This is an optimization exercise on Yosys and OpenROAD, whose aim is small area, not a production implementation. RTL that was checked went through simulation tests only; none was proved equivalent to the original. Only the layout flow was run in runs 1 to 3; the RTL was not checked for function there. No driver is modelled on the clock port, so clocking that relies on it looks cheaper here than on a real chip. Power and IR drop assume default switching activity.

--- flow/config.mk ---
export PLATFORM = sky130hd
export DESIGN_NAME = CH3_VFD
export DESIGN_NICKNAME = CH3_VFD
export VERILOG_FILES = /design/flow/design.v
export SDC_FILE = /design/flow/constraint.sdc
export NUM_CORES = 4
export LEC_CHECK = 0
export ABC_AREA = 1
export CAP_MARGIN = 20
export CORE_MARGIN = 2
export CORE_UTILIZATION = 40
export SLEW_MARGIN = 20
--- flow/constraint.sdc ---
create_clock -name core_clock -period 10.0 [get_ports {CLK}]
set_input_delay 2.0000 -clock core_clock [delete_from_list [all_inputs] [get_ports {CLK}]]
set_output_delay 2.0000 -clock core_clock [all_outputs]
set_load 0.01 [all_outputs]
--- flow/design.v ---
module CH3_WT_SEP(
	NUMBER,
	SEP_A, SEP_B
);
input [4:0]NUMBER;	 
output reg [2:0]SEP_A, SEP_B;	 
always @(*)
	case(NUMBER)
		5'd0: begin SEP_A = 3'd0; SEP_B = 3'd0; end
		5'd1: begin SEP_A = 3'd0; SEP_B = 3'd1; end
		5'd2: begin SEP_A = 3'd0; SEP_B = 3'd2; end
		5'd3: begin SEP_A = 3'd0; SEP_B = 3'd3; end
		5'd4: begin SEP_A = 3'd0; SEP_B = 3'd4; end
		5'd5: begin SEP_A = 3'd1; SEP_B = 3'd0; end
		5'd6: begin SEP_A = 3'd1; SEP_B = 3'd1; end
		5'd7: begin SEP_A = 3'd1; SEP_B = 3'd2; end
		5'd8: begin SEP_A = 3'd1; SEP_B = 3'd3; end
		5'd9: begin SEP_A = 3'd1; SEP_B = 3'd4; end
		5'd10: begin SEP_A = 3'd2; SEP_B = 3'd0; end
		5'd11: begin SEP_A = 3'd2; SEP_B = 3'd1; end
		5'd12: begin SEP_A = 3'd2; SEP_B = 3'd2; end
		5'd13: begin SEP_A = 3'd2; SEP_B = 3'd3; end
		5'd14: begin SEP_A = 3'd2; SEP_B = 3'd4; end
		5'd15: begin SEP_A = 3'd3; SEP_B = 3'd0; end
		5'd16: begin SEP_A = 3'd3; SEP_B = 3'd1; end
		5'd17: begin SEP_A = 3'd3; SEP_B = 3'd2; end
		5'd18: begin SEP_A = 3'd3; SEP_B = 3'd3; end
		5'd19: begin SEP_A = 3'd3; SEP_B = 3'd4; end
		5'd20: begin SEP_A = 3'd4; SEP_B = 3'd0; end
		5'd21: begin SEP_A = 3'd4; SEP_B = 3'd1; end
		5'd22: begin SEP_A = 3'd4; SEP_B = 3'd2; end
		5'd23: begin SEP_A = 3'd4; SEP_B = 3'd3; end
		5'd24: begin SEP_A = 3'd4; SEP_B = 3'd4; end
		5'd25: begin SEP_A = 3'd5; SEP_B = 3'd0; end
		5'd26: begin SEP_A = 3'd5; SEP_B = 3'd1; end
		5'd27: begin SEP_A = 3'd5; SEP_B = 3'd2; end
		5'd28: begin SEP_A = 3'd5; SEP_B = 3'd3; end
		5'd29: begin SEP_A = 3'd5; SEP_B = 3'd4; end
		5'd30: begin SEP_A = 3'd6; SEP_B = 3'd0; end
		5'd31: begin SEP_A = 3'd6; SEP_B = 3'd1; end
	endcase
endmodule
module CH3_VFD(
	RESETN, CLK,
	KEY,
	LCD_E, LCD_RS, LCD_RW,
	LCD_DATA,
	PIEZO
);
input RESETN, CLK;
input [7:0]KEY;
output LCD_E, LCD_RS, LCD_RW;
output [7:0] LCD_DATA;
output PIEZO;
reg LCD_RS;
reg [7:0] LCD_DATA;
reg P_CLK;
reg        half;
reg [15:0] ct;
wire ct_end = ~ct[14] & ~ct[13] & ct[11] & ~ct[10] & ct[9] & ~ct[7] & ct[6] & ~ct[5] &
              ct[4] & ct[3] & ct[2] & ct[1] & ct[0];
wire tick = half & ct_end;                  
wire colon = ~half;                         
always @(posedge CLK)
begin
	if(~RESETN | ct_end)
		ct <= 16'd20350;
	else
		ct <= {ct[14:0], ct[15] ^ ct[14] ^ ct[12] ^ ct[3]};
	if(~RESETN)
		half <= 1'b0;
	else if(ct_end)
		half <= ~half;
end
reg [16:0] kt;
wire sample = kt[15] & ~kt[14] & kt[13] & kt[12] & kt[11] & kt[10] & ~kt[9] & kt[8] &
              ~kt[7] & kt[5] & ~kt[4] & ~kt[3] & ~kt[2] & kt[1] & ~kt[0];
always @(posedge CLK)
begin
	if(~RESETN | sample)
		kt <= 17'd13708;
	else
		kt <= {kt[15:0], kt[16] ^ kt[13]};
end
reg [5:0] cs;
reg signal;
wire cs_end = cs[5] & cs[2] & cs[1] & ~cs[0];      
wire sig_rise = cs_end & ~signal;
always @(posedge CLK)
begin
	if(~RESETN | cs_end)
		cs <= 6'd1;
	else
		cs <= {cs[4:0], cs[5] ^ cs[4]};
	if(~RESETN)
		signal <= 1'b0;
	else if(cs_end)
		signal <= ~signal;
end
assign LCD_E = ~signal;
reg [4:0] hr;
reg [5:0] mn, sc;
reg [4:0] hb;            
reg [5:0] mb, sb;
reg [4:0] ah;            
reg [5:0] am, as;
reg [2:0] flag;
reg alarm_set, melody_set;
reg [2:0] cursor;
reg [1:0] asc;           
reg [2:0] off_cnt;
reg [2:0] aset0, aset1, aset2, aset3;    
reg [2:0] p_cnt;
reg [2:0] p_scan;        
reg [2:0] limit;         
reg [7:0] cnt_sound;
wire sc59 = sc[5] & sc[4] & sc[3] & sc[1] & sc[0];
wire mn59 = mn[5] & mn[4] & mn[3] & mn[1] & mn[0];
wire hr23 = hr[4] & hr[2] & hr[1] & hr[0];
always @(posedge CLK)
begin
	if(~RESETN)
		begin
			hr <= 5'd0;
			mn <= 6'd0;
			sc <= 6'd0;
		end
	else if(flag == 3'b001)
		begin
			hr <= hb;
			mn <= mb;
			sc <= sb;
		end
	else if(tick)
		begin
			sc <= sc59 ? 6'd0 : sc + 6'd1;
			if(sc59)
				mn <= mn59 ? 6'd0 : mn + 6'd1;
			if(sc59 & mn59)
				hr <= hr23 ? 5'd0 : hr + 5'd1;
		end
end
wire alarm_hit = alarm_set & (hr == ah) & (mn == am) & (sc == as);
wire k80 = (KEY == 8'h80);
wire k40 = (KEY == 8'h40);
wire k20 = (KEY == 8'h20);
wire k10 = (KEY == 8'h10);
wire k08 = (KEY == 8'h08);
wire k04 = (KEY == 8'h04);
wire k02 = (KEY == 8'h02);
wire knote = (KEY[7:4] == 4'h0) & ((KEY[3:0] == 4'h8) | (KEY[3:0] == 4'h4) | (KEY[3:0] == 4'h2) | (KEY[3:0] == 4'h1));
wire [1:0] kidx = {KEY[1] | KEY[0], KEY[2] | KEY[0]};
wire [7:0] p_key = p_scan[2] ? (8'h08 >> p_scan[1:0]) : 8'h00;
wire [5:0] e_val = (cursor[2:1] == 2'd0) ? {1'b0, hb} : (cursor[2:1] == 2'd1) ? mb : sb;
wire [6:0] e_sum = {1'b0, e_val} + (cursor[0] ? 7'd1 : 7'd10);
wire e_over = (cursor[2:1] == 2'd0) ? (e_sum > 7'd23) : (e_sum > 7'd59);
wire [5:0] e_res = e_over ? 6'd0 : e_sum[5:0];
reg [2:0] flag_n;
reg [4:0] hb_n, ah_n;
reg [5:0] mb_n, sb_n, am_n, as_n;
reg alarm_set_n, melody_set_n;
reg [2:0] cursor_n, off_cnt_n;
reg [1:0] asc_n;
reg [2:0] aset0_n, aset1_n, aset2_n, aset3_n;
always @(*)
begin
	flag_n = flag;
	hb_n = hb; mb_n = mb; sb_n = sb;
	ah_n = ah; am_n = am; as_n = as;
	alarm_set_n = alarm_set;
	melody_set_n = melody_set;
	cursor_n = cursor;
	off_cnt_n = off_cnt;
	asc_n = asc;
	aset0_n = aset0; aset1_n = aset1; aset2_n = aset2; aset3_n = aset3;
	if(alarm_hit)
		flag_n = 3'b111;
	if(sample)
		begin
			if(flag_n == 3'b000)
				begin
					if(k80 | k40 | k20)
						begin
							flag_n = k80 ? 3'b001 : k40 ? 3'b010 : 3'b011;
							hb_n = hr; mb_n = mn; sb_n = sc;
						end
					else if(k10)
						begin
							flag_n = 3'b100;
							melody_set_n = 1'b1;
							asc_n = 2'd0;
						end
				end
			if(flag_n == 3'b001 || flag_n == 3'b010)
				begin
					if(k02)
						begin
							if(flag_n == 3'b010)
								begin
									ah_n = hb_n; am_n = mb_n; as_n = sb_n;
									alarm_set_n = 1'b1;
								end
							flag_n = 3'b000;
							cursor_n = 3'd0;
						end
					else if(k04)
						cursor_n = (cursor_n == 3'd5) ? 3'd0 : cursor_n + 3'd1;
					else if(k08)
						case(cursor_n[2:1])
							2'd0: hb_n = e_res[4:0];
							2'd1: mb_n = e_res;
							default: sb_n = e_res;
						endcase
				end
			if(flag_n == 3'b011)
				begin
					if(k02)
						flag_n = 3'b000;
					if(alarm_set_n)
						begin
							hb_n = ah_n; mb_n = am_n; sb_n = as_n;
						end
					else
						flag_n = 3'b010;
				end
			if(flag_n == 3'b100)
				begin
					if(knote)
						begin
							case(asc_n)
								2'd0: aset0_n = {1'b1, kidx};
								2'd1: aset1_n = {1'b1, kidx};
								2'd2: aset2_n = {1'b1, kidx};
								2'd3: aset3_n = {1'b1, kidx};
							endcase
							if(asc_n == 2'd3)
								flag_n = 3'b000;
							asc_n = asc_n + 2'd1;
						end
				end
			if(flag_n == 3'b111)
				begin
					if(off_cnt_n[2])
						begin
							off_cnt_n = 3'd0;
							flag_n = 3'b000;
						end
					if(KEY == p_key)
						off_cnt_n = off_cnt_n + 3'd1;
				end
		end
end
always @(posedge CLK)
begin
	hb <= hb_n; mb <= mb_n; sb <= sb_n;
	ah <= ah_n; am <= am_n; as <= as_n;
	if(~RESETN)
		begin
			flag <= 3'b000;
			alarm_set <= 1'b0;
			melody_set <= 1'b0;
			cursor <= 3'd0;
			off_cnt <= 3'd0;
			asc <= 2'd0;
			aset0 <= 3'd0; aset1 <= 3'd0; aset2 <= 3'd0; aset3 <= 3'd0;
		end
	else
		begin
			flag <= flag_n;
			alarm_set <= alarm_set_n;
			melody_set <= melody_set_n;
			cursor <= cursor_n;
			off_cnt <= off_cnt_n;
			asc <= asc_n;
			aset0 <= aset0_n; aset1 <= aset1_n; aset2 <= aset2_n; aset3 <= aset3_n;
		end
end
wire ringing = alarm_set & (flag == 3'b111);
wire [3:0] p_next = {1'b0, p_cnt} + {3'b000, tick};
wire [2:0] p_note = melody_set ?
	((p_next[2:1] == 2'd0) ? aset0 : (p_next[2:1] == 2'd1) ? aset1 : (p_next[2:1] == 2'd2) ? aset2 : aset3) :
	{1'b1, p_next[2:1]};
always @(posedge CLK)
begin
	if(~RESETN)
		begin
			p_cnt <= 3'd0;
			p_scan <= 3'd0;
			limit <= 3'd0;
		end
	else if(ringing)
		begin
			p_cnt <= p_next[2:0];
			if(~p_next[3])
				begin
					p_scan <= p_note;
					if(p_note[2])
						limit <= p_note;
				end
		end
	else
		begin
			p_cnt <= 3'd0;
			limit <= 3'd0;
		end
end
wire snd_ge = ~limit[2] |
	((limit[1:0] == 2'd0) ? (cnt_sound >= 8'd190) :
	 (limit[1:0] == 2'd1) ? (cnt_sound >= 8'd169) :
	 (limit[1:0] == 2'd2) ? (cnt_sound >= 8'd151) : (cnt_sound >= 8'd142));
always @(posedge CLK)
begin
	if(~RESETN)
		begin
			P_CLK <= 1'b0;
			cnt_sound <= 8'd0;
		end
	else if(snd_ge)
		begin
			cnt_sound <= 8'd0;
			P_CLK <= ~P_CLK;
		end
	else
		cnt_sound <= cnt_sound + 8'd1;
end
assign PIEZO = P_CLK;
reg [7:0] lc;
wire init = lc[7] | lc[6];
wire [4:0] cnt = lc[4:0];
wire line2 = lc[5];
wire ph_delay = init & (lc < 8'd163);
wire ph_fs = init & (lc >= 8'd163) & (lc < 8'd194);
wire ph_do = init & (lc >= 8'd194) & (lc < 8'd225);
wire line_end = ~init & cnt[4] & cnt[2];     
always @(posedge CLK)
begin
	if(~RESETN)
		lc <= 8'd92;
	else if(sig_rise)
		begin
			if(line_end)
				lc <= {2'b00, ~line2, 5'd0};
			else
				lc <= lc + 8'd1;
		end
end
assign LCD_RW = init & (lc < 8'd164);
wire f_clock = (flag == 3'b000);
wire f_time = (flag == 3'b001);
wire f_edit = (flag == 3'b001) | (flag == 3'b010);
wire f_show = (flag == 3'b011);
wire setmode = f_edit | f_show;
wire f_ring = flag[2];                   
wire [1:0] fsel = cnt[3] ? 2'd2 : (cnt[2] & (cnt[1] | cnt[0])) ? 2'd1 : 2'd0;
wire osel = (cnt == 5'd3) | (cnt == 5'd6) | (cnt == 5'd9);
wire [5:0] d_hr = setmode ? {1'b0, hb} : {1'b0, hr};
wire [5:0] d_mn = setmode ? mb : mn;
wire [5:0] d_sc = setmode ? sb : sc;
wire [5:0] d_val = (fsel == 2'd0) ? d_hr : (fsel == 2'd1) ? d_mn : d_sc;
wire [2:0] d_q, d_r;
CH3_WT_SEP SEP(d_val[5:1], d_q, d_r);
wire [3:0] digit = osel ? {d_r, d_val[0]} : {1'b0, d_q};
wire arrow = f_edit & (cursor == {fsel, osel});
wire [7:0] sp = 8'h20;
reg [7:0] l1, l2;
always @(*)
begin
	case(cnt)
		5'd0: l1 = 8'h80;
		5'd2, 5'd3, 5'd5, 5'd6, 5'd8, 5'd9: l1 = {4'h3, digit};
		5'd4, 5'd7: l1 = colon ? 8'h3A : sp;
		5'd11: l1 = ~setmode ? 8'h43 : f_time ? 8'h54 : 8'h41;
		5'd12: l1 = ~setmode ? 8'h4C : f_time ? 8'h49 : 8'h4C;
		5'd13: l1 = ~setmode ? 8'h4F : f_time ? 8'h4D : 8'h41;
		5'd14: l1 = ~setmode ? 8'h43 : f_time ? 8'h45 : 8'h52;
		5'd15: l1 = ~setmode ? 8'h4B : f_time ? sp : 8'h4D;
		default: l1 = sp;
	endcase
	case(cnt)
		5'd0: l2 = 8'hC0;
		5'd2: l2 = arrow ? 8'h18 : f_ring ? {5'b00110, (flag[0] ? off_cnt : {1'b0, asc})} : f_clock ? 8'h31 : sp;
		5'd3: l2 = arrow ? 8'h18 : f_ring ? 8'h2F : f_clock ? 8'h2C : sp;
		5'd4: l2 = f_ring ? 8'h34 : f_clock ? 8'h32 : sp;
		5'd5: l2 = arrow ? 8'h18 : f_clock ? 8'h2C : sp;
		5'd6: l2 = arrow ? 8'h18 : f_ring ? 8'h53 : f_clock ? 8'h33 : sp;
		5'd7: l2 = f_ring ? 8'h65 : f_clock ? 8'h2C : sp;
		5'd8: l2 = arrow ? 8'h18 : f_ring ? 8'h74 : f_clock ? 8'h34 : sp;
		5'd9: l2 = arrow ? 8'h18 : f_clock ? 8'h3A : sp;
		5'd10: l2 = f_show ? 8'h53 : sp;
		5'd11: l2 = f_show ? 8'h65 : f_clock ? 8'h4D : sp;
		5'd12: l2 = f_edit ? 8'h53 : f_show ? 8'h74 : f_clock ? 8'h45 : sp;
		5'd13: l2 = f_edit ? 8'h45 : f_show ? 8'h74 : f_clock ? 8'h4E : sp;
		5'd14: l2 = f_edit ? 8'h54 : f_show ? 8'h65 : f_clock ? 8'h55 : sp;
		5'd15: l2 = f_show ? 8'h64 : sp;
		default: l2 = sp;
	endcase
end
always @(posedge CLK)
begin
	if(~RESETN)
		begin
			LCD_RS <= 1'b1;
			LCD_DATA <= 8'h00;
		end
	else if(sig_rise)
		begin
			if(init)
				begin
					LCD_RS <= ph_delay;
					LCD_DATA <= ph_delay ? 8'h00 : ph_fs ? 8'h3C : ph_do ? 8'h0C : 8'h06;
				end
			else
				begin
					LCD_RS <= (cnt != 5'd0);
					LCD_DATA <= line2 ? l2 : l1;
				end
		end
end
endmodule
--- flow/flow/run.sh ---
#!/bin/bash
# Own layout flow: the standard flow with two changes.
# 1. Synthesis maps the logic with an area-oriented ABC script
#    (flow/abc_area.script). Registers, their names and cells are the
#    standard synthesis's; only the combinational mapping differs.
# 2. Clock tree synthesis uses the options in flow/cts_args.txt (smaller
#    clock buffers, no dummy loads).
# Each tool's output goes to a log file in this folder.
set -euo pipefail
W=$PWD
rm -rf "$W/scripts_area"
mkdir -p "$W/scripts_area"
cp -r "$FLOW_HOME/scripts/." "$W/scripts_area/"
cp "$W/flow/abc_area.script" "$W/scripts_area/abc_area.script"
bash standard.sh synth ABC_AREA=1 SCRIPTS_DIR="$W/scripts_area" > "$W/synth.log" 2>&1
CTS_ARGS="$(tr '\n' ' ' < "$W/flow/cts_args.txt")"
bash standard.sh finish "CTS_ARGS=$CTS_ARGS" > "$W/layout.log" 2>&1
test -s "$W/out/final.def"
--- flow/flow/abc_area.script ---
strash
&get -n
&deepsyn -I 4 -T 60
&put
dch -f
amap
topo
--- flow/flow/cts_args.txt ---
-sink_clustering_enable -repair_clock_nets -dont_use_dummy_load
--- flow/standard.sh ---
#!/bin/bash
# synth_recipe.tcl (not shown) runs the flow's synth.tcl, then flattens the netlist and writes it again
# the make line also repeats each setting of config.mk as NAME=value (left out here)
make -C /OpenROAD-flow-scripts/flow DESIGN_CONFIG=/design/flow/config.mk WORK_HOME=/design/flow/orfs CLKGATE_MAP_FILE= SYNTH_SCRIPT=/design/flow/synth_recipe.tcl "${@:-finish}"
==> results of run 1 <==
-- critical path: stages --
cell and delay (ns):
clkdlybuf4s50_1 0.50, or2_0 0.27, nor3_1 0.31, nand2_1 0.11, nor2_1 0.14, o21ai_0 0.10
buf_4 0.20, nor2_1 0.09, nor2_1 0.07, clkinv_1 0.09, nor2_1 0.06, or4_1 0.44
or2_0 0.31, nor2_1 0.25, clkinv_1 0.18, nand2_1 0.19, nor2_1 0.06, o32a_1 0.28
-- kinds of logic after synthesis --
family / Yosys count / share of synthesized area
compound gates: 301 / 0.243
fa+ha+maj: 29 / 0.0458
buf+inv: 173 / 0.0803
flops: 152 / 0.418
simple gates: 386 / 0.213
-- per-layer routing --
metal,GRT usage,wire (um),vias to the layer above
met5,0,0,-
met4,0.0811,588,0
met3,0.0456,1690,40
met2,0.333,10000,285
met1,0.305,10700,3535
li1,-,-,3838
-- sequential cells by signal, indices dropped and copies added (netlist names), 6 cells and up --
signal	flops
sc	6
as	6
sb	6
cs	6
mb	6
lc	8
ct	16
am	6
kt	17
cnt_sound	8
mn	6
LCD_DATA	8
-- final timing paths --
kind                              from    end  slack (ns)  depth (start not counted)
worst max-delay path            KEY[0]  mb[5]        4.50                         18
worst min-delay path             kt[6]  kt[7]        0.41                          1
worst min register to register   kt[6]  kt[7]        0.41                          1
worst max register to register   mn[2]  mb[5]        4.89                         19
-- final cells by class --
cell class | instances | area share
inverter | 173 | 0.0711
timing repair buffer | 28 | 0.0288
multi-input combinational | 716 | 0.446
tap | 270 | 0.0370
sequential | 152 | 0.371
clock buffer | 17 | 0.0466
-- stage by stage --
step                hold slack, ns  utilization  worst slack (ns)  power (uW)  cells
floorplan                    0.384            -              3.93         670   1041
CTS                          0.414        0.456              4.56        1200   1356
global route                 0.445        0.456              4.20        1230   1356
global placement             0.389        0.434              4.27         685   1339
finish                       0.414        0.456              4.50        1190   1356
detailed placement           0.394        0.434              4.15         686   1339
-- power breakdown --
group,switching [uW],leakage (uW),total (uW),internal (uW)
clock,225,0.000209,519,295
sequential,5.09,0.00121,639,634
combinational,20.8,0.00154,33.5,12.7
total,251,0.00296,1190,942
-- cells in the mapped netlist, types with 15 or more instances --
cell type and instances:
a221oi_1 15, nor2_1 186, or3_1 20, clkinv_1 173
nand2_1 65, nor3_1 28, dfxtp_1 118, o21ai_0 90
a211oi_1 16, o221ai_1 15, nand3_1 31, ha_1 28
edfxtp_1 34, o22ai_1 49, a21oi_1 40
==> flow_summary_export.csv, run 1 <==
group,metric,value,unit
synth,seq_area_frac_synth,0.418,
global_route,grt-ovfl-total,0,
synth,ys.flop_type,"dfxtp_1",
cells_and_area,syn_to_final_growth,12.9,%
critical_path,start_kind,"input pin",
cells_and_area,regArea,3380,um^2
synth,syn-num-nets,1080,
timing,worst_slew_pin_slew,0.981,ns
place,place_congestion,0.934,
timing,fin_crit_sh,0.550,
timing,fmax,182,MHz
synth,ys_types,46,
synth,yosys.area.top_type,"dfxtp_1",
floorplanning,std_cell_rows,52,
cells_and_area,num_antenna_cells,0,
cts,clock_path_buffers,2,
cells_and_area,fin_area,9130,um^2
worst_hold_path,hold_path.class,"flop to flop",
synth,synth.cell_area,8090,um^2
place,io_buffers,21,
timing,drv_slew,0,
synth,syn_avg_cell_area,7.77,um^2
critical_path,critical_path_peak_fanout,9,
synth,ys_ff_latch,152,
cts,cts_post_setup_buffers_inserted,0,
cts,cts_resized,0,
cts,ctsHtreeMaxLevel,4,
flow_run,cap_violations,0,
floorplanning,core_area,20000,um^2
place,place_area,8710,um^2
cts,cts_sinks,152,
timing,setup_tns,0,ns
floorplanning,die_h,146,um
synth,yosysTopAreaCellShare,0.292,
critical_path,required,10.16,ns
pwr,power_density,131,nW/um^2
place,dp_hpwl,17.4,mm
floorplanning,ios,22,
routing,vias_per_cell,5.68,
cts,ctsHoldBuffers,0,
critical_path,crit_path_end_kind,"flop",
cells_and_area,layout_common_cells,"nor2_1 (186), clkinv_1 (173), dfxtp_1 (118)",
global_route,track_usage,0.218,
global_route,grt_pass1_vias,7316,
timing,post-route-min-period,5.50,ns
global_route,antenna_found_initial,0,
floorplanning,fp.dieArea,21400,um^2
pwr,leakagePower,0.00296,uW
synth,synth-edff-count,34,
timing,setup_violations,0,
synth,synth_warnings,2,
cts,cts_buffers,17,
cells_and_area,drive_above_1_share,0.0249,
cts,cts_tree,"done",
timing,clock_skew,0.0185,ns
cells_and_area,nNetsFinal,1127,
synth,synth-async-reset-ratio,0,
routing,totalWireLength,23.1,mm
critical_path,crit_arrival,5.66,ns
cells_and_area,n_fill_cell,2047,
floorplanning,initial_core_util,0.404,
routing,wl_per_cell,17.0,um
cells_and_area,final_common_cell,"nor2_1",
critical_path,crit_type,"input pin to flop",
routing,dr_total_vias,7698,
cts,clk_root_buffer_cell,"clkbuf_16",
routing,antenna_left,0,
floorplanning,die_x,146,um
timing,rsz0062_at_grt,"false",
synth,syn_inst,1041,
routing,dr.pass1.iters,5,
cts,clk_pin_slew,0.06,ns
pwr,peakVddDrop,0.000104,V
global_route,grt_max_degree,43,
cts,clkLatencyLatePin,0.42,ns
timing,slew-limit-headroom,0.340,
global_route,grt_pass1_wl,37.6,mm
routing,drc,0,
routing,drt-initial-drc-count,724,
timing,hold_viol_final,0,
cells_and_area,multiInputGateArea,4070,um^2
status,status,"timing/DRC/antenna clean",
synth,synthTopCellsByArea,"dfxtp_1 (29%), edfxtp_1 (13%), nor2_1 (8.6%), clkinv_1 (8.0%), o21ai_0 (5.6%)",
==> inputs of run 2 (changes only) <==
==> flow/flow/cts_args.txt (replaced) <==
-sink_clustering_enable -repair_clock_nets -dont_use_dummy_load -buf_list {sky130_fd_sc_hd__clkbuf_4 sky130_fd_sc_hd__clkbuf_8}
==> flow_summary_export.csv, run 2 <==
group,metric,value,unit
global_route,track_usage,0.217,
cts,ctsHtreeMaxLevel,4,
floorplanning,die_h,146,um
timing,hold_viol_final,0,
timing,worst_slew_pin_slew,0.995,ns
cts,clkLatencyLatePin,0.45,ns
critical_path,crit_top_cell,"nor2_1",
cells_and_area,syn_to_final_growth,10.5,%
routing,totalWireLength,23.1,mm
synth,synth.cell_area,8090,um^2
timing,rsz0062_at_grt,"false",
cts,clock_path_buffers,2,
cells_and_area,fin_cells,1356,
critical_path,start_kind,"input pin",
pwr,leakagePower,0.00287,uW
critical_path,reg2reg_to,"mb[5]",
cells_and_area,largestRegisters,"kt x17, ct x16",
synth,synth-edff-count,34,
synth,synth_warnings,2,
pwr,power_density,115,nW/um^2
timing,clock_skew,0.0266,ns
cts,cts_resized,0,
place,pre_cts_ws,4.15,ns
place,place_area,8710,um^2
timing,fin_crit_sh,0.548,
status,status,"timing/DRC/antenna clean",
timing,slew-limit-headroom,0.331,
floorplanning,ios,22,
timing,worst_slack,4.52,ns
cts,cts_sinks,152,
synth,ys.flop_type,"dfxtp_1",
synth,syn_avg_cell_area,7.77,um^2
routing,antenna_left,0,
place,dp_hpwl,17.4,mm
critical_path,crit_arrival,5.68,ns
routing,drc,0,
floorplanning,core_area,20000,um^2
global_route,grt-ovfl-total,0,
cts,ctsHoldBuffers,0,
synth,synth_common_cells,"nor2_1 (186), clkinv_1 (173), dfxtp_1 (118)",
global_route,grt_pass1_wl,37.5,mm
critical_path,slowest_delay,0.50,ns
cells_and_area,num_antenna_cells,0,
cells_and_area,layout_common_cells,"nor2_1 (186), clkinv_1 (173), dfxtp_1 (118)",
synth,ys_types,46,
critical_path,required,10.20,ns
cts,cts_post_setup_buffers_inserted,0,
timing,setup_tns,0,ns
critical_path,crit_type,"input pin to flop",
timing,drv_slew,0,
routing,vias_per_cell,5.69,
critical_path,reg2reg_slack,4.87,ns
cts,clk_pin_slew,0.08,ns
place,dp_cells,1339,
cts,clk_root_buffer_cell,"clkbuf_8",
timing,fmax,182,MHz
synth,synth-async-reset-ratio,0,
routing,wl_per_cell,17.0,um
floorplanning,die_x,146,um
cells_and_area,drive_above_1_share,0.0249,
synth,ys_ff_latch,152,
critical_path,reg2reg_depth,21,
cells_and_area,fin_area,8940,um^2
flow_run,cap_violations,0,
critical_path,worstSetupEndpoint,"mb[5]",
synth,syn_inst,1041,
timing,post-route-min-period,5.48,ns
synth,yosys.area.top_type,"dfxtp_1",
synth,synthTopCellsByArea,"dfxtp_1 (29%), edfxtp_1 (13%), nor2_1 (8.6%), clkinv_1 (8.0%), o21ai_0 (5.6%)",
critical_path,worstReg2RegStart,"mn[0]",
floorplanning,fp.dieArea,21400,um^2
place,place_congestion,0.934,
synth,yosysMostFrequentCell,"nor2_1",
routing,top_layer_used,"met4",
pwr,peakVddDrop,0.0000745,V
cts,cts_buffers,17,
routing,dr.pass1.iters,5,
global_route,grt_pass1_vias,7264,
routing,wl_met3,1.57,mm
critical_path,path_cells,"clkdlybuf4s50_1 > or2_0 > nor3_1 > nand2_1 > nor2_1 > o21ai_0 > buf_4 > nor2_1 > nor2_1 > clkinv_1 > nor2_1 > or4_1 > or2_0 > nor2_1 > clkinv_1 > nand2_1 > nor2_1 > o32a_1",
routing,drt-initial-drc-count,699,
routing,dr_total_vias,7714,
cells_and_area,regMostFlops,"kt",
cells_and_area,final_common_cell,"nor2_1",
floorplanning,initial_core_util,0.404,
critical_path,critical_path_peak_fanout,9,
cells_and_area,nNetsFinal,1127,
timing,hold_ws,0.417,ns
global_route,grt_max_degree,43,
routing,met2_length,10.0,mm
cts,cts_tree,"done",
worst_hold_path,hold_path.class,"flop to flop",
global_route,antenna_found_initial,0,
timing,setup_violations,0,
synth,seq_area_frac_synth,0.418,
critical_path,slowest_stage,"clkdlybuf4s50_1",
critical_path,startpoint,"KEY[0]",
floorplanning,std_cell_rows,52,
synth,yosysTopAreaCellShare,0.292,
synth,syn-num-nets,1080,
cells_and_area,largest_reg_flops,17,
critical_path,crit_path_end_kind,"flop",
routing,m1WireLength,11.0,mm
place,io_buffers,21,
==> run 2: how the worst min path moves through the flow <==
stage | start | end | slack (ns) | cells past startpoint
finish | kt[6] | kt[7] | 0.42 | 1
detailed placement | kt[6] | kt[7] | 0.39 | 1
global route | kt[16] | kt[0] | 0.44 | 1
global placement | kt[6] | kt[7] | 0.39 | 1
floorplan | ct[8] | ct[9] | 0.38 | 1
CTS | ct[8] | ct[9] | 0.42 | 1
==> run 2: layout make-up <==
class,instances,area (um^2)
clock buffer,17,234
fill,2061,11100
inverter,173,649
multi-input combinational,716,4070
sequential,152,3380
tap,270,338
timing repair buffer,28,263
==> run 2: layer usage <==
layer | track usage | vias up
met5 | 0 | -
met4 | 0.0743 | 0
met3 | 0.0425 | 42
met2 | 0.333 | 295
met1 | 0.307 | 3549
li1 | - | 3828
==> run 2: cell families (layout without fill, tap and decap cells) <==
family,Yosys count,after routing,share of synthesized area
buffers and inverters,173,218,0.0803
AOI/OAI and AO/OA,301,301,0.243
and+or+nand+nor,386,386,0.213
adders and majority gates,29,29,0.0458
DFF,152,152,0.418
==> run 2: through the flow <==
| stage | power [uW] | util |
|---|---|---|
| after floorplan | 670 | - |
| after global routing | 1060 | 0.446 |
| final | 1030 | 0.446 |
| after global placement | 685 | 0.434 |
| after CTS | 1040 | 0.446 |
| after detailed placement | 686 | 0.434 |
==> run 2: power breakdown <==
group / internal [uW] / switching, uW
combinational: 12.7 / 20.8
sequential: 633 / 5.09
clock: 150 / 204
==> run 2: worst max-delay path: cells and delay by family <==
kind	cells	cell delay [ns]
buf+inv	4	0.98
compound gates	2	0.38
simple gates	12	2.31
==> inputs of run 3 (changes only) <==
--- a/flow/flow/run.sh
+++ b/flow/flow/run.sh
@@ -5,6 +5,8 @@
 #    standard synthesis's; only the combinational mapping differs.
 # 2. Clock tree synthesis uses the options in flow/cts_args.txt (smaller
 #    clock buffers, no dummy loads).
+# 3. Every input and output port still gets its own buffer, of the cell
+#    named in flow/port_buffer.txt.
 # Each tool's output goes to a log file in this folder.
 set -euo pipefail
 W=$PWD
@@ -14,5 +16,6 @@
 cp "$W/flow/abc_area.script" "$W/scripts_area/abc_area.script"
 bash standard.sh synth ABC_AREA=1 SCRIPTS_DIR="$W/scripts_area" > "$W/synth.log" 2>&1
 CTS_ARGS="$(tr '\n' ' ' < "$W/flow/cts_args.txt")"
-bash standard.sh finish "CTS_ARGS=$CTS_ARGS" > "$W/layout.log" 2>&1
+PORT_BUF="$(tr -d ' \n' < "$W/flow/port_buffer.txt")"
+bash standard.sh finish "CTS_ARGS=$CTS_ARGS" "BUFFER_PORTS_ARGS=-buffer_cell $PORT_BUF" > "$W/layout.log" 2>&1
 test -s "$W/out/final.def"
==> flow/flow/cts_args.txt (replaced) <==
-sink_clustering_enable -repair_clock_nets -dont_use_dummy_load -buf_list {sky130_fd_sc_hd__clkbuf_4 sky130_fd_sc_hd__clkbuf_8} -sink_clustering_size 25 -sink_clustering_max_diameter 80
==> flow/flow/port_buffer.txt (new file) <==
sky130_fd_sc_hd__buf_1
==> flow_summary_export.csv, run 3 <==
group,metric,value,unit
routing,dr_total_vias,7685,
timing,post-route-min-period,5.12,ns
global_route,grt-ovfl-total,0,
routing,drt-initial-drc-count,743,
routing,drc,0,
place,dp_hpwl,17.2,mm
timing,worst_slack,4.88,ns
critical_path,crit_arrival,5.31,ns
global_route,track_usage,0.217,
synth,yosysMostFrequentCell,"nor2_1",
routing,totalWireLength,22.8,mm
global_route,grt_max_degree,46,
global_route,use_met2,0.333,
cts,cts_sinks,152,
synth,syn_avg_cell_area,7.77,um^2
pwr,leakagePower,0.00283,uW
timing,worst_slew_pin_slew,0.916,ns
critical_path,slowest_stage,"or4_1",
global_route,grt_pass1_vias,7132,
flow_run,cap_violations,0,
timing,setup_violations,0,
timing,drv_slew,0,
routing,wl_per_cell,16.8,um
synth,synth.cell_area,8090,um^2
critical_path,path_cells,"buf_1 > or2_0 > nor3_1 > nand2_1 > nor2_1 > o21ai_0 > buf_4 > nor2_1 > nor2_1 > clkinv_1 > nor2_1 > or4_1 > or2_0 > nor2_1 > clkinv_1 > nand2_1 > nor2_1 > o32a_1",
pwr,power_density,116,nW/um^2
cts,clk_pin_slew,0.06,ns
worst_hold_path,hold_path.class,"flop to flop",
routing,vias_per_cell,5.66,
floorplanning,fp.dieArea,21400,um^2
routing,dr.pass1.iters,6,
critical_path,required,10.19,ns
cts,clkLatencyLatePin,0.46,ns
synth,synth_common_cells,"nor2_1 (186), clkinv_1 (173), dfxtp_1 (118)",
timing,setup_tns,0,ns
global_route,antenna_found_initial,0,
cts,cts_buffers,17,
cells_and_area,num_antenna_cells,0,
critical_path,crit_top_cell,"nor2_1",
critical_path,critical_path_peak_fanout,9,
cts,clock_path_buffers,2,
timing,clock_skew,0.0362,ns
pwr,total_power,1020,uW
timing,rsz0062_at_grt,"false",
floorplanning,initial_core_util,0.404,
synth,syn-num-nets,1080,
critical_path,critPathBufInv,4,
floorplanning,die_h,146,um
synth,syn_inst,1041,
cells_and_area,drive_above_1_share,0.0258,
cells_and_area,fin_area,8820,um^2
pwr,peakVddDrop,0.0000785,V
timing,hold_viol_final,0,
cells_and_area,final_common_cell,"nor2_1",
floorplanning,die_x,146,um
cells_and_area,final_util,0.440,
timing,fmax,195,MHz
timing,fin_crit_sh,0.512,
cts,ctsHtreeMaxLevel,4,
place,place_congestion,0.968,
global_route,grtUsageMet3,0.0413,
cells_and_area,largest_reg_flops,17,
critical_path,crit_type,"input pin to flop",
floorplanning,ios,22,
place,place_area,8580,um^2
cells_and_area,layout_common_cells,"nor2_1 (186), clkinv_1 (173), dfxtp_1 (118)",
synth,yosys.area.top_type,"dfxtp_1",
global_route,busiest_layer,"met2",
critical_path,critPathTopFamily,"simple AND/OR/NAND/NOR gates",
floorplanning,std_cell_rows,52,
synth,synthTopCellsByArea,"dfxtp_1 (29%), edfxtp_1 (13%), nor2_1 (8.6%), clkinv_1 (8.0%), o21ai_0 (5.6%)",
cells_and_area,syn_to_final_growth,8.99,%
cells_and_area,largestRegisters,"kt x17, ct x16",
synth,seq_area_frac_synth,0.418,
cts,cts_tree,"done",
place,io_buffers,21,
cts,ctsHoldBuffers,0,
global_route,use_met1,0.309,
synth,ys.flop_type,"dfxtp_1",
cells_and_area,nNetsFinal,1128,
synth,ys_ff_latch,152,
synth,synth-edff-count,34,
cts,cts_resized,0,
cts,clk_root_buffer_cell,"clkbuf_8",
critical_path,start_kind,"input pin",
synth,synth-async-reset-ratio,0,
critical_path,crit_path_end_kind,"flop",
synth,ys_types,46,
critical_path,slowest_delay,0.43,ns
synth,yosysTopAreaCellShare,0.292,
place,pre_cts_ws,4.51,ns
status,status,"timing/DRC/antenna clean",
floorplanning,core_area,20000,um^2
synth,synth_warnings,2,
cts,cts_post_setup_buffers_inserted,0,
timing,slew-limit-headroom,0.384,
global_route,grt_pass1_wl,37.5,mm
cells_and_area,regMostFlops,"kt",
routing,antenna_left,0,
[run 3: cell counts after synthesis]
Identical to the previous run, type by type.
[run 3: cell families (layout without fill, tap and decap cells)]
kind of cell             count (synthesis)  count (layout)  share of synthesized area
AO/OA/AOI/OAI                          301             301                      0.243
adder cells (fa/ha/maj)                 29              29                     0.0458
buffers and inverters                  173             219                     0.0803
flip-flops                             152             152                      0.418
AND/OR/NAND/NOR                        386             386                      0.213
[run 3: final timing paths]
kind	start	end	slack [ns]	depth (start not counted)
hold / removal	kt[6]	kt[7]	0.40	1
setup / recovery	KEY[0]	mb[5]	4.88	18
hold reg to reg	kt[6]	kt[7]	0.40	1
setup reg to reg	mn[2]	mb[5]	4.93	19
[run 3: final cells by class]
type | count | area, um^2
fillers | 2150 | 11200
multi-input cells | 716 | 4070
flip-flops and latches | 152 | 3380
inverters | 173 | 649
well taps | 270 | 338
clock buffers | 17 | 234
repair buffers | 29 | 139
[run 3: metal layers]
metal | up-vias | share of wire
met4 | 0 | 0.022
met1 | 3568 | 0.48
met2 | 256 | 0.44
met3 | 41 | 0.059
met5 | - | 0
li1 | 3820 | -
[run 3: worst register-to-register path: stages (launching register included)]
cell	delay, ns
dfxtp_1	0.35
clkinv_1	0.28
a2111oi_0	0.52
nand4b_1	0.18
nor4_1	0.72
nor2_1	0.17
o21ai_0	0.12
buf_4	0.20
nor2_1	0.05
nor2_1	0.17
clkinv_1	0.15
nand2_1	0.11
clkinv_1	0.08
or4_1	0.48
or2_0	0.32
nor2_1	0.25
clkinv_1	0.17
nand2_1	0.17
nor2_1	0.06
o32a_1	0.28
[run 3: power by group]
part | internal [uW] | switching [uW]
clock network | 150 | 200
logic | 10.1 | 20.9
registers | 633 | 4.88
total | 793 | 226
[run 3: through the flow]
step	instances	hold WS [ns]
after global routing	1357	0.428
after global placement	1340	0.386
after detailed placement	1340	0.395
final	1357	0.403
after floorplan	1041	0.384
after CTS	1357	0.404
==> inputs of run 4 (changes only) <==
--- a/flow/design.v
+++ b/flow/design.v
@@ -117,29 +117,38 @@
 wire sc59 = sc[5] & sc[4] & sc[3] & sc[1] & sc[0];
 wire mn59 = mn[5] & mn[4] & mn[3] & mn[1] & mn[0];
 wire hr23 = hr[4] & hr[2] & hr[1] & hr[0];
-always @(posedge CLK)
+reg [4:0] hr_d;
+reg [5:0] mn_d, sc_d;
+always @(*)
 begin
+	hr_d = hr; mn_d = mn; sc_d = sc;
 	if(~RESETN)
 		begin
-			hr <= 5'd0;
-			mn <= 6'd0;
-			sc <= 6'd0;
+			hr_d = 5'd0;
+			mn_d = 6'd0;
+			sc_d = 6'd0;
 		end
 	else if(flag == 3'b001)
 		begin
-			hr <= hb;
-			mn <= mb;
-			sc <= sb;
+			hr_d = hb;
+			mn_d = mb;
+			sc_d = sb;
 		end
 	else if(tick)
 		begin
-			sc <= sc59 ? 6'd0 : sc + 6'd1;
+			sc_d = sc59 ? 6'd0 : sc + 6'd1;
 			if(sc59)
-				mn <= mn59 ? 6'd0 : mn + 6'd1;
+				mn_d = mn59 ? 6'd0 : mn + 6'd1;
 			if(sc59 & mn59)
-				hr <= hr23 ? 5'd0 : hr + 5'd1;
+				hr_d = hr23 ? 5'd0 : hr + 5'd1;
 		end
 end
+always @(posedge CLK)
+begin
+	hr <= hr_d;
+	mn <= mn_d;
+	sc <= sc_d;
+end
 wire alarm_hit = alarm_set & (hr == ah) & (mn == am) & (sc == as);
 wire k80 = (KEY == 8'h80);
 wire k40 = (KEY == 8'h40);
@@ -180,10 +189,7 @@
 			if(flag_n == 3'b000)
 				begin
 					if(k80 | k40 | k20)
-						begin
-							flag_n = k80 ? 3'b001 : k40 ? 3'b010 : 3'b011;
-							hb_n = hr; mb_n = mn; sb_n = sc;
-						end
+						flag_n = k80 ? 3'b001 : k40 ? 3'b010 : 3'b011;
 					else if(k10)
 						begin
 							flag_n = 3'b100;
@@ -250,10 +256,19 @@
 				end
 		end
 end
+wire follow = ~RESETN | ~((flag_n == 3'b001) | (flag_n == 3'b010) | (flag_n == 3'b011));
 always @(posedge CLK)
 begin
-	hb <= hb_n; mb <= mb_n; sb <= sb_n;
+	if(follow)
+		begin
+			hb <= hr_d; mb <= mn_d; sb <= sc_d;
+		end
+	else
+		begin
+			hb <= hb_n; mb <= mb_n; sb <= sb_n;
+		end
 	ah <= ah_n; am <= am_n; as <= as_n;
+	asc <= asc_n;
 	if(~RESETN)
 		begin
 			flag <= 3'b000;
@@ -261,7 +276,6 @@
 			melody_set <= 1'b0;
 			cursor <= 3'd0;
 			off_cnt <= 3'd0;
-			asc <= 2'd0;
 			aset0 <= 3'd0; aset1 <= 3'd0; aset2 <= 3'd0; aset3 <= 3'd0;
 		end
 	else
@@ -271,7 +285,6 @@
 			melody_set <= melody_set_n;
 			cursor <= cursor_n;
 			off_cnt <= off_cnt_n;
-			asc <= asc_n;
 			aset0 <= aset0_n; aset1 <= aset1_n; aset2 <= aset2_n; aset3 <= aset3_n;
 		end
 end
@@ -353,10 +366,7 @@
 wire f_ring = flag[2];                   
 wire [1:0] fsel = cnt[3] ? 2'd2 : (cnt[2] & (cnt[1] | cnt[0])) ? 2'd1 : 2'd0;
 wire osel = (cnt == 5'd3) | (cnt == 5'd6) | (cnt == 5'd9);
-wire [5:0] d_hr = setmode ? {1'b0, hb} : {1'b0, hr};
-wire [5:0] d_mn = setmode ? mb : mn;
-wire [5:0] d_sc = setmode ? sb : sc;
-wire [5:0] d_val = (fsel == 2'd0) ? d_hr : (fsel == 2'd1) ? d_mn : d_sc;
+wire [5:0] d_val = (fsel == 2'd0) ? {1'b0, hb} : (fsel == 2'd1) ? mb : sb;
 wire [2:0] d_q, d_r;
 CH3_WT_SEP SEP(d_val[5:1], d_q, d_r);
 wire [3:0] digit = osel ? {d_r, d_val[0]} : {1'b0, d_q};
==> flow/flow/cts_args.txt (replaced) <==
-sink_clustering_enable -repair_clock_nets -dont_use_dummy_load -buf_list {sky130_fd_sc_hd__clkbuf_8} -sink_clustering_size 30 -sink_clustering_max_diameter 250
==> flow_summary_export.csv, run 4 <==
group,metric,value,unit
critical_path,crit_type,"input pin to flop",
critical_path,crit_arrival,6.76,ns
floorplanning,std_cell_rows,51,
synth,yosysMostFrequentCell,"nor2_1",
synth,synth-async-reset-ratio,0,
cells_and_area,regMostFlops,"kt",
critical_path,reg2reg_to,"hb[4]",
floorplanning,core_area,19500,um^2
synth,yosysTopAreaCellShare,0.293,
cells_and_area,largest_reg_flops,17,
flow_run,cap_violations,0,
critical_path,critical_path_peak_fanout,20,
cells_and_area,final_common_cell,"nor2_1",
place,place_congestion,0.941,
critical_path,worstSetupEndpoint,"hb[4]",
critical_path,required,10.17,ns
critical_path,crit_path_end_kind,"flop",
critical_path,start_kind,"input pin",
synth,syn_inst,1009,
synth,synth.cell_area,7920,um^2
routing,dr.pass1.iters,5,
routing,drc,0,
cells_and_area,layout_common_cells,"nor2_1 (209), clkinv_1 (148), dfxtp_1 (116)",
cts,ctsHtreeMaxLevel,4,
global_route,grt-ovfl-total,0,
timing,setup_violations,0,
timing,slew-limit-headroom,0.270,
place,io_buffers,21,
place,place_area,8380,um^2
critical_path,slowest_delay,0.71,ns
synth,seq_area_frac_synth,0.430,
routing,vias_per_cell,5.67,
cts,cts_resized,0,
synth,yosys.area.top_type,"dfxtp_1",
cts,cts_post_setup_buffers_inserted,0,
critical_path,critPathBufInv,5,
timing,rsz0062_at_grt,"false",
place,dp_hpwl,16.8,mm
cts,clkLatencyLatePin,0.47,ns
routing,antenna_left,0,
timing,worst_slew_pin_slew,1.09,ns
critical_path,slowest_stage,"nand3_1",
cts,clock_path_buffers,2,
cells_and_area,drive_above_1_share,0.0228,
timing,hold_ws,0.400,ns
cts,cts_buffers,17,
critical_path,startpoint,"KEY[0]",
global_route,antenna_found_initial,0,
timing,hold_viol_final,0,
global_route,grt_pass1_wl,35.8,mm
cells_and_area,largestRegisters,"kt x17, ct x16",
critical_path,reg2reg_slack,3.95,ns
place,dp_cells,1301,
routing,totalWireLength,21.8,mm
cts,cts_sinks,152,
cells_and_area,fin_area,8610,um^2
cells_and_area,final_util,0.443,
worst_hold_path,min-delay-start,"ct[8]",
cells_and_area,num_antenna_cells,0,
synth,ys.flop_type,"dfxtp_1",
synth,synthTopCellsByArea,"dfxtp_1 (29%), edfxtp_1 (14%), nor2_1 (9.9%), clkinv_1 (7.0%), ha_1 (4.4%)",
cells_and_area,n_fill_cell,1984,
pwr,peakVddDrop,0.0000824,V
routing,drt-initial-drc-count,600,
floorplanning,die_h,145,um
cells_and_area,syn_to_final_growth,8.77,%
routing,wl_per_cell,16.6,um
global_route,grt_pass1_vias,6930,
global_route,grt_max_degree,34,
cells_and_area,fin_cells,1318,
critical_path,path_cells,"buf_1 > nor2_1 > nand2_1 > or3_1 > nor3_1 > clkinv_1 > o21ai_0 > clkinv_1 > nor2_1 > nand3_1 > o21ai_0 > nor2_1 > o21ai_0 > buf_4 > clkinv_1 > nand3_1 > nor2_1 > a21oi_1 > o221ai_1",
timing,fin_crit_sh,0.660,
synth,ys_ff_latch,152,
floorplanning,ios,22,
critical_path,worstReg2RegStart,"as[2]",
timing,fmax,152,MHz
routing,dr_total_vias,7470,
synth,synth_common_cells,"nor2_1 (209), clkinv_1 (148), dfxtp_1 (116)",
cells_and_area,nNetsFinal,1094,
pwr,power_density,118,nW/um^2
floorplanning,initial_core_util,0.407,
pwr,leakagePower,0.00292,uW
timing,clock_skew,0.0308,ns
synth,synth_warnings,2,
synth,ys_types,48,
status,status,"timing/DRC/antenna clean",
timing,drv_slew,0,
cts,clk_pin_slew,0.09,ns
cts,cts_tree,"done",
timing,post-route-min-period,6.60,ns
critical_path,reg2reg_depth,21,
floorplanning,fp.dieArea,20900,um^2
floorplanning,die_x,145,um
worst_hold_path,hold_path.class,"flop to flop",
critical_path,cp_num_cells,19,
synth,syn-num-nets,1048,
cts,ctsHoldBuffers,0,
timing,setup_tns,0,ns
critical_path,critPathTopFamily,"simple AND/OR/NAND/NOR gates",
global_route,track_usage,0.219,
synth,syn_avg_cell_area,7.85,um^2
critical_path,crit_top_cell,"nor2_1",
synth,synth-edff-count,36,
cts,clk_root_buffer_cell,"clkbuf_8",
==> run 4: cell types whose count changed after synthesis, sizes merged, moves of 9 or more <==
cell / previous run / this run
o22ai: 49 / 39
clkinv: 173 / 148
nor2: 186 / 209
a21oi: 40 / 54
nor4: 14 / 23
o21ai: 90 / 61
nor2b: 7 / 16
==> run 4: worst min path at each step <==
stage / endpoint / slack (ns) / depth (start not counted)
4_1_cts: ct[9] / 0.41 / 1
2_1_floorplan: ct[9] / 0.38 / 1
3_5_place_dp: ct[9] / 0.40 / 1
5_1_grt: ct[9] / 0.42 / 1
6_report: ct[9] / 0.40 / 1
3_3_place_gp: ct[9] / 0.39 / 1
==> run 4: layout make-up <==
cell class | count | area, um^2 | area share
clock buffer | 17 | 234 | 0.0272
inverter | 148 | 556 | 0.0645
multi-input combinational | 709 | 3970 | 0.460
sequential | 152 | 3400 | 0.395
tap | 265 | 332 | 0.0385
timing repair buffer | 27 | 124 | 0.0144
==> run 4: logic make-up after synthesis <==
logic type | share of synthesized area
simple gates | 0.241
compound gates | 0.212
flops | 0.430
buf+inv | 0.0702
fa+ha+maj | 0.0468
==> run 4: power breakdown <==
group	switching [uW]	internal [uW]	leakage, uW	total (uW)
clock	202	150	0.000122	352
combinational	17.9	8.58	0.00148	26.5
sequential	4.08	634	0.00132	638
==> run 4: worst reg2reg max path: stages, from the launching register on <==
cell and delay (ns):
edfxtp_1 0.37, clkinv_1 0.10, o22ai_1 0.07, a221o_1 0.27, a2111o_1 0.28, nor3_1 0.14
nand4b_1 0.11, nor4_1 0.83, nor2_1 0.15, o21ai_0 0.23, clkinv_1 0.19, nor2_1 0.28
nand3_1 0.15, o21ai_0 0.50, nor2_1 0.12, o21ai_0 0.20, buf_4 0.19, clkinv_1 0.47
nand3_1 0.72, nor2_1 0.11, a21oi_1 0.15, o221ai_1 0.12
==> run 4: routing by layer <==
layer,part of all wire,global-route usage,wire length [um]
met4,0.020,0.0623,432
met2,0.46,0.351,9990
met5,0,0,0
met3,0.065,0.0424,1410
met1,0.46,0.303,10000
==> run 4: through the flow <==
stage	power (uW)	setup WS, ns
finish	1020	3.40
global route	1050	2.72
CTS	1020	3.48
detailed placement	678	3.03
global placement	678	3.24
floorplan	667	3.73
==> inputs of run 5 (changes only) <==
==> flow/flow/abc_area.script (replaced) <==
strash
&get -n
&deepsyn -T 90
&put
dch -f
amap -m -F 4 -A 10
topo
==> flow/flow/cts_args.txt (replaced) <==
-sink_clustering_enable -repair_clock_nets -dont_use_dummy_load -buf_list {sky130_fd_sc_hd__clkbuf_8}
--- a/flow/config.mk
+++ b/flow/config.mk
@@ -8,5 +8,6 @@
 export ABC_AREA = 1
 export CAP_MARGIN = 20
 export CORE_MARGIN = 2
-export CORE_UTILIZATION = 40
+export CORE_UTILIZATION = 65
+export PLACE_DENSITY = 0.8
 export SLEW_MARGIN = 20
==> flow_summary_export.csv, run 5 <==
group,metric,value,unit
status,status,"timing/DRC/antenna clean",
critical_path,slowest_stage,"nor4_1",
critical_path,reg2reg_to,"mb[4]",
cells_and_area,fin_area,8440,um^2
synth,yosys.area.top_type,"dfxtp_1",
global_route,grt_pass1_wl,34.5,mm
cells_and_area,final_common_cell,"clkinv_1",
synth,ys.flop_type,"dfxtp_1",
cells_and_area,largestRegisters,"kt x17, ct x16",
routing,dr.pass1.iters,6,
synth,synthTopCellsByArea,"dfxtp_1 (30%), edfxtp_1 (14%), clkinv_1 (8.0%), nor2_1 (7.6%), o21ai_0 (4.6%)",
timing,clock_skew,0.0365,ns
timing,drv_slew,0,
pwr,pwr-share-clk,0.343,
pwr,switching_share,0.216,
pwr,power_frac_seq,0.631,
synth,yosysTopAreaCellShare,0.295,
floorplanning,core_area,11900,um^2
cells_and_area,largest_reg_flops,17,
synth,syn-num-nets,1007,
cts,cts_resized,0,
pwr,power_density,120,nW/um^2
timing,post-route-min-period,5.74,ns
critical_path,slowest_delay,0.47,ns
cts,clk_root_buffer_cell,"clkbuf_8",
timing,setup_violations,0,
synth,ys_types,47,
cts,cts_post_setup_buffers_inserted,0,
global_route,grt_max_degree,46,
cells_and_area,regMostFlops,"kt",
routing,wl_met3,1.93,mm
critical_path,required,10.20,ns
critical_path,path_cells,"buf_1 > nor2_1 > nand2_1 > o21ai_0 > clkinv_1 > nor4_1 > a21oi_1 > clkinv_1 > nor2_1 > o21ai_0 > buf_4 > clkinv_1 > nand3_1 > nor2_1 > or3_1 > o21a_1",
routing,m1WireLength,8.71,mm
cells_and_area,layout_common_cells,"clkinv_1 (168), nor2_1 (160), dfxtp_1 (116)",
global_route,grt-ovfl-total,0,
timing,hold_viol_final,0,
cts,clock_path_buffers,2,
pwr,leakagePower,0.00285,uW
routing,drc,0,
synth,ys_ff_latch,152,
cts,cts_sinks,152,
floorplanning,std_cell_rows,40,
synth,synth_warnings,2,
timing,slew-limit-headroom,0.469,
routing,dr_total_vias,7558,
global_route,antenna_found_initial,0,
synth,synth-async-reset-ratio,0,
cts,cts_tree,"done",
critical_path,crit_arrival,5.94,ns
synth,seq_area_frac_synth,0.433,
routing,drt-initial-drc-count,943,
routing,antenna_left,0,
critical_path,worstSetupEndpoint,"mb[4]",
cts,clkLatencyLatePin,0.46,ns
critical_path,start_kind,"input pin",
cts,ctsHtreeMaxLevel,4,
synth,syn_avg_cell_area,8.12,um^2
timing,rsz0062_at_grt,"false",
routing,totalWireLength,21.4,mm
floorplanning,die_h,114,um
routing,top_layer_used,"met4",
cts,ctsHoldBuffers,0,
place,io_buffers,21,
synth,synth_common_cells,"clkinv_1 (168), nor2_1 (160), dfxtp_1 (116)",
cells_and_area,syn_to_final_growth,7.31,%
pwr,peakVddDrop,0.0000919,V
synth,syn_inst,968,
pwr,power.internal,792,uW
cells_and_area,nNetsFinal,1056,
timing,worst_slew_pin_slew,0.777,ns
critical_path,crit_type,"input pin to flop",
synth,synth-edff-count,36,
timing,setup_tns,0,ns
cells_and_area,drive_above_1_share,0.0276,
floorplanning,fp.dieArea,13000,um^2
critical_path,startpoint,"KEY[1]",
floorplanning,initial_core_util,0.660,
pwr,comb_power_share,0.026,
critical_path,worstReg2RegStart,"mn[2]",
critical_path,crit_path_end_kind,"flop",
floorplanning,die_x,114,um
timing,fin_crit_sh,0.574,
timing,fmax,174,MHz
critical_path,reg2reg_slack,4.77,ns
critical_path,reg2reg_depth,20,
floorplanning,ios,22,
routing,wl_per_cell,18.5,um
flow_run,cap_violations,0,
cts,clk_pin_slew,0.09,ns
synth,synth.cell_area,7860,um^2
pwr,p_switching,219,uW
critical_path,critical_path_peak_fanout,14,
synth,yosysMostFrequentCell,"clkinv_1",
routing,vias_per_cell,6.50,
place,place_area,8200,um^2
place,place_congestion,1.03,
worst_hold_path,hold_path.class,"flop to flop",
global_route,grt_pass1_vias,7085,
place,dp_hpwl,16.3,mm
global_route,track_usage,0.337,
cells_and_area,final_util,0.708,
cts,cts_buffers,17,
routing,met2_length,10.2,mm
cells_and_area,num_antenna_cells,0,
-- run 5: worst min-delay path by stage --
| stage | cells past startpoint | to | startpoint | slack [ns] |
|---|---|---|---|---|
| finish | 1 | kt[7] | kt[6] | 0.39 |
| global route | 1 | kt[7] | kt[6] | 0.41 |
| CTS | 1 | kt[7] | kt[6] | 0.40 |
| detailed placement | 1 | kt[7] | kt[6] | 0.40 |
| global placement | 1 | ct[9] | ct[8] | 0.39 |
| floorplan | 1 | ct[9] | ct[8] | 0.38 |
-- run 5: cells by family after synthesis --
family                   share of synthesized area
buffers and inverters                       0.0802
adder cells (fa/ha/maj)                     0.0471
AND/OR/NAND/NOR                              0.186
AO/OA/AOI/OAI                                0.254
flip-flops                                   0.433
-- run 5: power by group through the flow --
stage	Clock [uW]	Combinational (uW)	Sequential (uW)
2_1_floorplan	0	15.6	651
3_3_place_gp	0	25.0	652
3_5_place_dp	0	25.7	652
4_1_cts	347	25.9	638
5_1_grt	373	29.6	639
6_report	346	26.2	638
-- run 5: per-stage QoR --
step / setup slack [ns] / hold slack, ns / instances / total power [uW]
final: 4.26 / 0.394 / 1162 / 1010
after global routing: 4.05 / 0.410 / 1162 / 1040
after CTS: 4.49 / 0.396 / 1162 / 1010
after detailed placement: 4.03 / 0.400 / 1145 / 677
after global placement: 4.29 / 0.386 / 1145 / 677
after floorplan: 3.47 / 0.384 / 968 / 666
-- run 5: metal layers --
metal | vias up | track usage
met5 | - | 0
met4 | 0 | 0.133
met3 | 59 | 0.0834
met2 | 421 | 0.562
met1 | 3442 | 0.422
li1 | 3636 | -
-- run 5: cell type report --
cell class	count	area, um^2
clock buffers	17	234
fillers	976	3480
inverters	168	631
multi-input cells	648	3840
flip-flops and latches	152	3400
well taps	147	184
repair buffers	30	146
-- run 5: worst max-delay path, delay by kind of cell --
kind	cells	cell delay, ns
AOI/OAI and AO/OA	4	0.99
and+or+nand+nor	7	1.89
buffers and inverters	5	1.05
==> inputs of run 6 (changes only) <==
==> flow/flow/run.sh (replaced) <==
#!/bin/bash
# Own layout flow: the standard flow (standard.sh) with these changes.
# 1. Synthesis maps the logic with an area-oriented ABC script
#    (flow/abc_area.script). Registers, their names and cells are the
#    standard synthesis's; only the combinational mapping differs.
# 2. Clock tree synthesis uses the options in flow/cts_args.txt: small
#    clock buffers and no dummy loads. After it, flow/post_cts.tcl upsizes
#    each clock buffer whose flip-flop clock pins see a slow slew.
# 3. Every input and output port still gets its own buffer, of the cell
#    named in flow/port_buffer.txt.
# Each tool's output goes to a log file in this folder (synth.log,
# layout.log, and ORFS's own logs under orfs/logs).
set -euo pipefail
W=$PWD
rm -rf "$W/scripts_area"
mkdir -p "$W/scripts_area"
cp -r "$FLOW_HOME/scripts/." "$W/scripts_area/"
cp "$W/flow/abc_area.script" "$W/scripts_area/abc_area.script"
bash standard.sh synth ABC_AREA=1 SCRIPTS_DIR="$W/scripts_area" > "$W/synth.log" 2>&1
CTS_ARGS="$(tr '\n' ' ' < "$W/flow/cts_args.txt")"
PORT_BUF="$(tr -d ' \n' < "$W/flow/port_buffer.txt")"
bash standard.sh finish "CTS_ARGS=$CTS_ARGS" "BUFFER_PORTS_ARGS=-buffer_cell $PORT_BUF" \
  "POST_CTS_TCL=$W/flow/post_cts.tcl" > "$W/layout.log" 2>&1
test -s "$W/out/final.def"
==> flow/flow/cts_args.txt (replaced) <==
-sink_clustering_enable -repair_clock_nets -dont_use_dummy_load -buf_list {sky130_fd_sc_hd__clkbuf_4} -root_buf sky130_fd_sc_hd__clkbuf_8
==> flow/flow/post_cts.tcl (new file) <==
estimate_parasitics -placement
set fixed 0
foreach pass {1 2 3} {
  set up {}
  foreach pin [get_pins -hierarchical */CLK] {
    set s [get_property $pin slew_max]
    if {$s eq "" || $s < 0.110} { continue }
    set net [get_nets -of_objects $pin]
    foreach drv [get_pins -of_objects $net -filter "direction==output"] {
      set inst [get_cells -of_objects $drv]
      set m [get_property $inst ref_name]
      if {[string match "sky130_fd_sc_hd__clkbuf_*" $m] && [lsearch $up [get_full_name $inst]] < 0} {
        lappend up [get_full_name $inst]
      }
    }
  }
  if {[llength $up] == 0} { break }
  foreach name $up {
    set inst [get_cells $name]
    set m [get_property $inst ref_name]
    set nm [string map {clkbuf_1 clkbuf_2 clkbuf_2 clkbuf_4 clkbuf_4 clkbuf_8 clkbuf_8 clkbuf_16} $m]
    if {$nm ne $m} { replace_cell $inst [get_lib_cells */$nm]; incr fixed }
  }
  estimate_parasitics -placement
}
puts "post_cts: upsized $fixed clock buffers"
detailed_placement
estimate_parasitics -placement
==> flow_summary_export.csv, run 6 <==
group,metric,value,unit
routing,dr.pass1.iters,7,
floorplanning,die_x,114,um
cells_and_area,syn_to_final_growth,6.43,%
critical_path,path_cells,"buf_1 > nor2_1 > nand2_1 > o21ai_0 > clkinv_1 > nor4_1 > a21oi_1 > clkinv_1 > nor2_1 > o21ai_0 > buf_4 > clkinv_1 > nand3_1 > nor2_1 > or3_1 > o21a_1",
critical_path,crit_arrival,5.93,ns
critical_path,crit_path_end_kind,"flop",
routing,drt-initial-drc-count,953,
synth,ys_types,47,
critical_path,slowest_stage,"nor4_1",
pwr,leakagePower,0.00282,uW
synth,ys.flop_type,"dfxtp_1",
timing,fin_crit_sh,0.572,
synth,yosysMostFrequentCell,"clkinv_1",
routing,vias_per_cell,6.50,
cts,cts_tree,"done",
floorplanning,core_area,11900,um^2
synth,synth_warnings,2,
synth,ys_ff_latch,152,
place,dp_hpwl,16.3,mm
cells_and_area,num_antenna_cells,0,
timing,hold_viol_final,0,
synth,synth.cell_area,7860,um^2
cells_and_area,largestRegisters,"kt x17, ct x16",
timing,fmax,175,MHz
floorplanning,std_cell_rows,40,
global_route,grt_pass1_wl,34.4,mm
cells_and_area,nNetsFinal,1056,
place,io_buffers,21,
cts,cts_sinks,152,
status,status,"timing/DRC/antenna clean",
timing,drv_slew,0,
timing,post-route-min-period,5.72,ns
cells_and_area,layout_common_cells,"clkinv_1 (168), nor2_1 (160), dfxtp_1 (116)",
cells_and_area,drive_above_1_share,0.0276,
critical_path,crit_type,"input pin to flop",
synth,synth-async-reset-ratio,0,
global_route,grt_max_degree,46,
floorplanning,initial_core_util,0.660,
synth,syn_inst,968,
pwr,total_power,957,uW
timing,worst_slew_pin_slew,0.744,ns
critical_path,start_kind,"input pin",
synth,yosysTopAreaCellShare,0.295,
synth,syn-num-nets,1007,
cells_and_area,largest_reg_flops,17,
worst_hold_path,hold_path.class,"flop to flop",
routing,dr_total_vias,7551,
timing,setup_violations,0,
pwr,power_density,114,nW/um^2
timing,setup_tns,0,ns
timing,worst_slack,4.28,ns
pwr,peakVddDrop,0.0000772,V
global_route,grt_pass1_vias,7085,
synth,syn_avg_cell_area,8.12,um^2
cts,clkLatencyLatePin,0.44,ns
flow_run,cap_violations,0,
synth,yosys.area.top_type,"dfxtp_1",
synth,synth-edff-count,36,
routing,totalWireLength,21.3,mm
routing,wl_per_cell,18.4,um
cells_and_area,final_common_cell,"clkinv_1",
cts,clk_pin_slew,0.11,ns
place,pre_cts_ws,4.03,ns
timing,slew-limit-headroom,0.491,
critical_path,critical_path_peak_fanout,14,
floorplanning,fp.dieArea,13000,um^2
global_route,grt-ovfl-total,0,
floorplanning,ios,22,
global_route,track_usage,0.335,
cells_and_area,fin_area,8370,um^2
place,place_area,8200,um^2
cells_and_area,regMostFlops,"kt",
critical_path,slowest_delay,0.44,ns
timing,clock_skew,0.0324,ns
global_route,antenna_found_initial,0,
routing,antenna_left,0,
synth,seq_area_frac_synth,0.433,
routing,drc,0,
critical_path,reg2reg_slack,4.81,ns
critical_path,required,10.21,ns
place,place_congestion,1.03,
timing,rsz0062_at_grt,"false",
synth,synth_common_cells,"clkinv_1 (168), nor2_1 (160), dfxtp_1 (116)",
synth,synthTopCellsByArea,"dfxtp_1 (30%), edfxtp_1 (14%), clkinv_1 (8.0%), nor2_1 (7.6%), o21ai_0 (4.6%)",
floorplanning,die_h,114,um
==> run 6: cell counts after synthesis <==
No cell type changed its count.
==> run 6: cell type report <==
cell class / count / area, um^2
clock buffer: 17 / 165
fill: 984 / 3540
inverter: 168 / 631
multi-input combinational: 648 / 3840
sequential: 152 / 3400
tap: 147 / 184
timing repair buffer: 30 / 146
==> run 6: through the flow <==
step | utilization | hold slack [ns] | std cells
2_1_floorplan | - | 0.384 | 968
3_3_place_gp | 0.689 | 0.386 | 1145
3_5_place_dp | 0.689 | 0.400 | 1145
5_1_grt | 0.702 | 0.410 | 1162
6_report | 0.702 | 0.394 | 1162
==> run 6: cells by family (layout without fill, tap and decap cells) <==
family	after synthesis	in the layout	share of synthesized area
flip-flops	152	152	0.433
adder cells (fa/ha/maj)	29	29	0.0471
AO/OA/AOI/OAI	293	293	0.254
buffers and inverters	168	215	0.0802
AND/OR/NAND/NOR	326	326	0.186
==> run 6: report_power, final <==
part	switching, uW	leakage (uW)	internal (uW)
registers	4.13	0.00127	633
logic	17.7	0.00146	8.57
clock network	189	0.0000937	104
total	210	0.00282	747
==> run 6: layer usage <==
metal | global-route usage | vias up | wire (um)
met4 | 0.146 | 0 | 639
met2 | 0.551 | 414 | 10100
met1 | 0.429 | 3454 | 8690
li1 | - | 3627 | -
met3 | 0.0707 | 56 | 1940
met5 | 0 | - | 0
==> run 6: final timing paths <==
path / from / endpoint / cells after the start
hold reg to reg: kt[6] / kt[7] / 1
setup / recovery: KEY[1] / mb[4] / 16
hold / removal: kt[6] / kt[7] / 1
setup reg to reg: am[2] / mb[4] / 19
==> run 6: worst max-delay path, delay by kind of cell <==
family          cells  cell delay, ns
compound gates      4            1.01
buf+inv             5            1.04
simple gates        7            1.87

==> afterwards: timing with drivers on the ports <==
In the flow no input, the clock included, has a driving cell. The finished layouts below were timed again as built, in two steps. Step 1 sets driving cells, clkbuf_16 on the clock port and buf_2 on the other inputs (assumed; they add their load-dependent delay and slew). Step 2 moves the port delays by t, midway between the first and last clock arrival at a register: inputs arrive t later, outputs are due t later. That takes back most of the time a late clock gives input paths. Slacks: no drivers / after step 1 / after step 2; pairs: no drivers / after step 1.
run | shift t [ns] | slack for setup (ns) | hold WS [ns]
run 1 | 0.455 | 4.503 / 4.524 / 4.069 | 0.414 / 0.414 / 0.414
run 2 | 0.475 | 4.517 / 4.532 / 4.057 | 0.417 / 0.417 / 0.417
run 3 | 0.484 | 4.876 / 4.896 / 4.413 | 0.403 / 0.403 / 0.403
run 4 | 0.488 | 3.404 / 3.424 / 2.935 | 0.400 / 0.400 / 0.400
run 5 | 0.478 | 4.260 / 4.261 / 3.784 | 0.394 / 0.394 / 0.394
run 6 | 0.458 | 4.280 / 4.279 / 3.821 | 0.394 / 0.394 / 0.394
After both steps every run listed still meets setup and hold. The setup slack of run 5, which loses most, moves by +0.001 ns with the drivers and by -0.476 ns with both steps.
